Context: an optimization exercise on an open-source flow, tuned for small area and a short achievable clock period. The choices shown serve that exercise and are no tape-out recipe. RTL that was checked went through simulation tests only; none was proved equivalent to the original. Function not checked in run 2: the RTL went through the layout flow alone.

## flow/design.v (module list and top-level ports; edited modules follow where they fit)
// module final_log: 2112 lines
module final_log(clk, reset, base, in_data, out_data);
  // ...
==> flow/flow/run.sh <==
#!/bin/bash
set -euo pipefail
bash standard.sh SETUP_SLACK_MARGIN=37 "BUFFER_PORTS_ARGS=-buffer_cell sky130_fd_sc_hd__buf_1" SKIP_GATE_CLONING=1 finish > run.log 2>&1
==> flow/standard.sh <==
#!/bin/bash
# synth_recipe.tcl (not shown) runs the flow's synth.tcl, then flattens the netlist and writes it again
# the make line also repeats each setting of config.mk as NAME=value (left out here)
make -C /OpenROAD-flow-scripts/flow DESIGN_CONFIG=/design/flow/config.mk WORK_HOME=/design/flow/orfs CLKGATE_MAP_FILE= SYNTH_SCRIPT=/design/flow/synth_recipe.tcl "${@:-finish}"
==> flow/config.mk <==
export PLATFORM = sky130hd
export DESIGN_NAME = final_log
export DESIGN_NICKNAME = final_log
export VERILOG_FILES = /design/flow/design.v
export SDC_FILE = /design/flow/constraint.sdc
export NUM_CORES = 4
export LEC_CHECK = 0
export ABC_AREA = 1
export CAP_MARGIN = 20
export CORE_MARGIN = 2
export CORE_UTILIZATION = 40
export CTS_BUF_LIST = sky130_fd_sc_hd__clkbuf_8
export CTS_CLUSTER_DIAMETER = 200
export CTS_CLUSTER_SIZE = 30
export SLEW_MARGIN = 20
==> flow/constraint.sdc <==
create_clock -name core_clock -period 60.0 [get_ports {clk}]
set_input_delay 12.0000 -clock core_clock [delete_from_list [all_inputs] [get_ports {clk}]]
set_output_delay 12.0000 -clock core_clock [all_outputs]
set_load 0.01 [all_outputs]
==> flow_metrics.tcl, run 1 <==
set metrics [dict create \
    multi_input_gates 1406 \
    n_all_inverters 414 \
    yosys.area.top_type_share 0.272 \
    seq_area_um2 753 \
    met2_usage 0.375 \
    synth_warnings 1 \
    avgSynthCellArea_um2 7.00 \
    synth_top_family_by_area "adder cells" \
    drt_iter0_drc 706 \
    fin_setup_tns_ns 0 \
    reg_top3 "wq: 18 flops, dq: 5 flops, eq: 4 flops" \
    hold_path_class "input pin to asynchronous set/reset pin" \
    status "finished clean" \
    drt-wirelength-per-cell_um 14.9 \
    cts_hold_buf 0 \
    slowest_stage "fa_1" \
    worstSetupStartpointType "input pin" \
    drive_above_1_share 0.0754 \
    synth_ff_type "dfrtp_1" \
    numPortBuffers 66 \
    grt_setup_unrepaired "no" \
    synth_compound_area_frac 0.116 \
    yosysMostFrequentCell "nand2_1" \
    die_h_um 186 \
    design_area_um2 14700 \
    hold_ws_ns 11.74 \
    critPathBufInv 7 \
    cp-startpoint "in_data[2]" \
    grt_use_total 0.202 \
    biggestCellCategory "multi-input combinational cells" \
]
==> run 2, diff against run 1 <==
--- a/flow/design.v
+++ b/flow/design.v
@@ -1722,21 +1722,21 @@
     wire w7_8 = x6_382;
     wire w7_9 = x6_383;
     wire w7_10 = x6_384;
     wire w7_11 = x6_385;
     wire w7_12 = x6_386;
     wire w7_13 = x6_387;
     wire w7_14 = x6_388;
     wire w7_15 = x6_389;
-    wire c7 = w7_0 & w7_1 & w7_2;    
     wire [23:0] yc = cst(bq, eq);
     wire [20:0] yt0 = tn0(bq, {dq[2], dq[1], dq[0]});
     wire [17:0] yt1 = tn1(bq, {dq[4], dq[3]});
     wire [15:0] yt2 = tn2(bq, {d7, d6});
+    wire c7 = w7_0 & w7_1 & w7_2;    
     wire y_0 = yc[0] ^ yt0[0];
     wire y_1 = y_0 ^ yt1[0];
     wire y_2 = (yc[0] & yt0[0]) | (yc[0] & yt1[0]) | (yt0[0] & yt1[0]);
     wire y_3 = yc[1] ^ yt0[1];
     wire y_4 = y_3 ^ yt1[1];
     wire y_5 = (yc[1] & yt0[1]) | (yc[1] & yt1[1]) | (yt0[1] & yt1[1]);
     wire y_6 = yc[2] ^ yt0[2];
     wire y_7 = y_6 ^ yt1[2];
@@ -2102,12 +2102,16 @@
     wire [23:0] y = {y_366, y_365, y_364, y_363, y_362, y_361, y_360, y_359, y_358, y_357, y_356, y_355, y_354, y_353, y_352, y_351, y_350, y_349, y_348, y_347, y_346, y_345, y_344, y_343};
     reg [4:0] cnt;
     integer i;
     always @(*) begin
         cnt = 5'd24;
         for (i = 0; i < 24; i = i + 1)
             if (y[i]) cnt = 5'd23 - i;
     end
-    wire [23:0] ys = y << cnt;
+    wire [23:0] ys16 = cnt[4] ? {y[7:0], 16'd0} : y;
+    wire [23:0] ys8 = cnt[3] ? {ys16[15:0], 8'd0} : ys16;
+    wire [23:0] ys4 = cnt[2] ? {ys8[19:0], 4'd0} : ys8;
+    wire [23:0] ys2 = cnt[1] ? {ys4[21:0], 2'd0} : ys4;
+    wire [23:0] ys = cnt[0] ? {ys2[22:0], 1'd0} : ys2;
     wire [7:0] expo = (8'd130 - {3'd0, cnt}) & {8{eq != 4'd9}};    
     always @(*) out_data = invq ? 32'hffffffff : {1'b0, expo, ys[22:3], 3'b0};
 endmodule
==> flow_metrics.tcl, run 2 <==
set metrics [dict create \
    cts_max_level 2 \
    syn2layout_area_growth_pct 9.82 \
    critPathKind "input pin to flip-flop" \
    grt_max_degree 34 \
    finalCritPeriodShare 0.374 \
    synth_ff_type "dfrtp_1" \
    end_kind "flip-flop" \
    worstSetupStartpointType "input pin" \
    cp_max_fo 15 \
    synthesis.area_um2 13300 \
    grt_setup_unrepaired "no" \
    reg_top3 "wq: 18 flops, dq: 5 flops, eq: 4 flops" \
    grt_pass1_vias 12100 \
    hold_viol_final 0 \
    synth_cell_types 62 \
    layout.cells.non_filler 2370 \
    drt-wirelength-per-cell_um 14.4 \
    rows 66 \
    pre_cts_ws_ns 34.55 \
    hold_path_class "input pin to asynchronous set/reset pin" \
    yosysMostFrequentCell "nand2_1" \
    synth_warnings 1 \
    synth.net_count 2247 \
    status "finished clean" \
    relSlewSlack 0.409 \
    drive_above_1_share 0.0825 \
    grt_use_total 0.202 \
    min_period_ns 22.46 \
    post-dp-hpwl_mm 28.8 \
    numPortBuffers 66 \
    slowest_stage "fa_2" \
    cts_buffers 5 \
    avgSynthCellArea_um2 7.08 \
    die_w_um 186 \
    drt_iter0_drc 518 \
    design.die.area_um2 34600 \
    setup_ws_ns 37.54 \
    antenna_cells 0 \
    largest_register_ffs 18 \
    worst_pin_slew_ns 0.876 \
    vias_per_cell 5.10 \
    dp.cells 2337 \
    boundaryPins 68 \
    final_max_slew_viol_count 0 \
    top_register "wq" \
    synth_commonest_cells "nand2_1, inv_1, fa_1, ha_1, nor2_1" \
    maxCapViolations 0 \
    grt_pass1_wl_mm 57.3 \
    drt-pass1-iter-count 6 \
    fill_cells 3440 \
    synth_top_cell_by_area "fa_1" \
    vias 12100 \
    clock-root-buffer "clkbuf_8" \
    synth-seq-cells 30 \
    final_common_cell "nand2_1" \
    crit_arrival_ns 22.64 \
    ant_nets 0 \
    fmax_mhz 44.5 \
    setup_viol 0 \
    synth.area.top_cells "fa_1, ha_1, nand2_1, inv_1, dfrtp_1" \
    clkSinkCount 30 \
    layout.nets 2302 \
    slowest_delay_ns 0.63 \
    globalplace.congestion 0.946 \
    yosys.area.top_type_share 0.273 \
    die_h_um 186 \
    synth-edff-count 0 \
    core_um2 32600 \
    async_reset_ff_frac 1.00 \
    drt_wl_total_mm 34.1 \
    path_clk_slew_ns 0.08 \
    ys_seq_area_frac 0.0568 \
    drc 0 \
    cts_tree "built" \
    crit_top_cell "nand2_1" \
    grt-ovfl-total 0 \
    initial_utilization 0.406 \
    fin_setup_tns_ns 0 \
    required_ns 60.18 \
    netlist_instances 1872 \
    antenna_found_initial 0 \
    clockBufferDepth 2 \
    mostFrequentLayoutCells "nand2_1, inv_1, fa_1" \
    hold_ws_ns 11.75 \
]
run 2: final timing paths:
check / endpoint / start / slack, ns / depth (start not counted)
worst max-delay path: wq[8] / in_data[3] / 37.54 / 61
worst min-delay path: dq[4] / reset / 11.75 / 3
min in group core_clock: bq[0] / base[0] / 11.79 / 1
max in group asynchronous: eq[3] / reset / 47.93 / 3
run 2: logic make-up after synthesis:
family	share of synthesized area
adder cells (fa/ha/maj)	0.422
AO/OA/AOI/OAI	0.119
AND/OR/NAND/NOR	0.233
flip-flops	0.0568
XOR/XNOR	0.0328
buffers and inverters	0.136
run 2: what timing repair did:
| item | 4_1_cts | 5_1_grt |
|---|---|---|
| hold buffers | 0 | 0 |
| endpoints found under the setup margin | 47 | 47 |
| setup buffers | 7 | 18 |
| resized for setup | 23 | 78 |
| pin swaps | 2 | 14 |
run 2: worst max-delay path: cells and delay by family:
kind	cells	cell delay [ns]
fa+ha+maj	11	4.22
compound gates	14	2.80
simple gates	24	2.12
xor+xnor	1	0.15
buf+inv	11	1.28
run 2: area by class of cell:
| cell class | instances | area (µm²) | area share |
|---|---|---|---|
| clock inverter | 2 | 12.5 | 0.000859 |
| inverter | 415 | 1590 | 0.109 |
| multi-input combinational | 1379 | 11100 | 0.760 |
| clock buffer | 6 | 82.6 | 0.00567 |
| sequential | 30 | 754 | 0.0518 |
| tap | 442 | 553 | 0.0380 |
| timing repair buffer | 96 | 508 | 0.0349 |
run 2: layer usage:
metal | track usage | wire [µm] | part of all wire | vias to the layer above
met4 | 0.0611 | 858 | 0.025 | 0
met5 | 0 | 0 | 0 | -
li1 | - | - | - | 5970
met2 | 0.373 | 17500 | 0.51 | 279
met3 | 0.0110 | 1300 | 0.038 | 51
met1 | 0.254 | 14500 | 0.42 | 5787
run 2: metrics by stage:
stage	util	cell area (µm²)
2_1_floorplan	-	13300
3_5_place_dp	0.425	13900
5_1_grt	0.446	14600
3_3_place_gp	0.425	13900
4_1_cts	0.432	14100
6_report	0.446	14600

-- port drivers added, routing unchanged --
How much do the figures lean on ideal ports? The routed layouts below were timed once more, with nothing changed but the port constraints.
Step 1: set_driving_cell puts a clkbuf_16 on clk and a buf_2 on each other input, an assumption about the parent block.
Step 2 also shifts input and output timing later by t, the mid clock arrival at the registers, as if the neighbouring blocks saw the same clock.
Slacks: no drivers / after step 1 / after step 2; pairs: no drivers / after step 1.
run	t (ns)	setup WS [ns]	worst hold slack (ns)
run 1	0.339	37.627 / 37.643 / 37.305	11.737 / 11.719 / 12.057
run 2	0.331	37.540 / 37.549 / 37.219	11.752 / 11.734 / 12.065
After both steps every run listed still meets setup and hold. For run 1, which loses most, drivers alone change the setup slack by +0.016 ns; drivers and shift together by -0.322 ns.
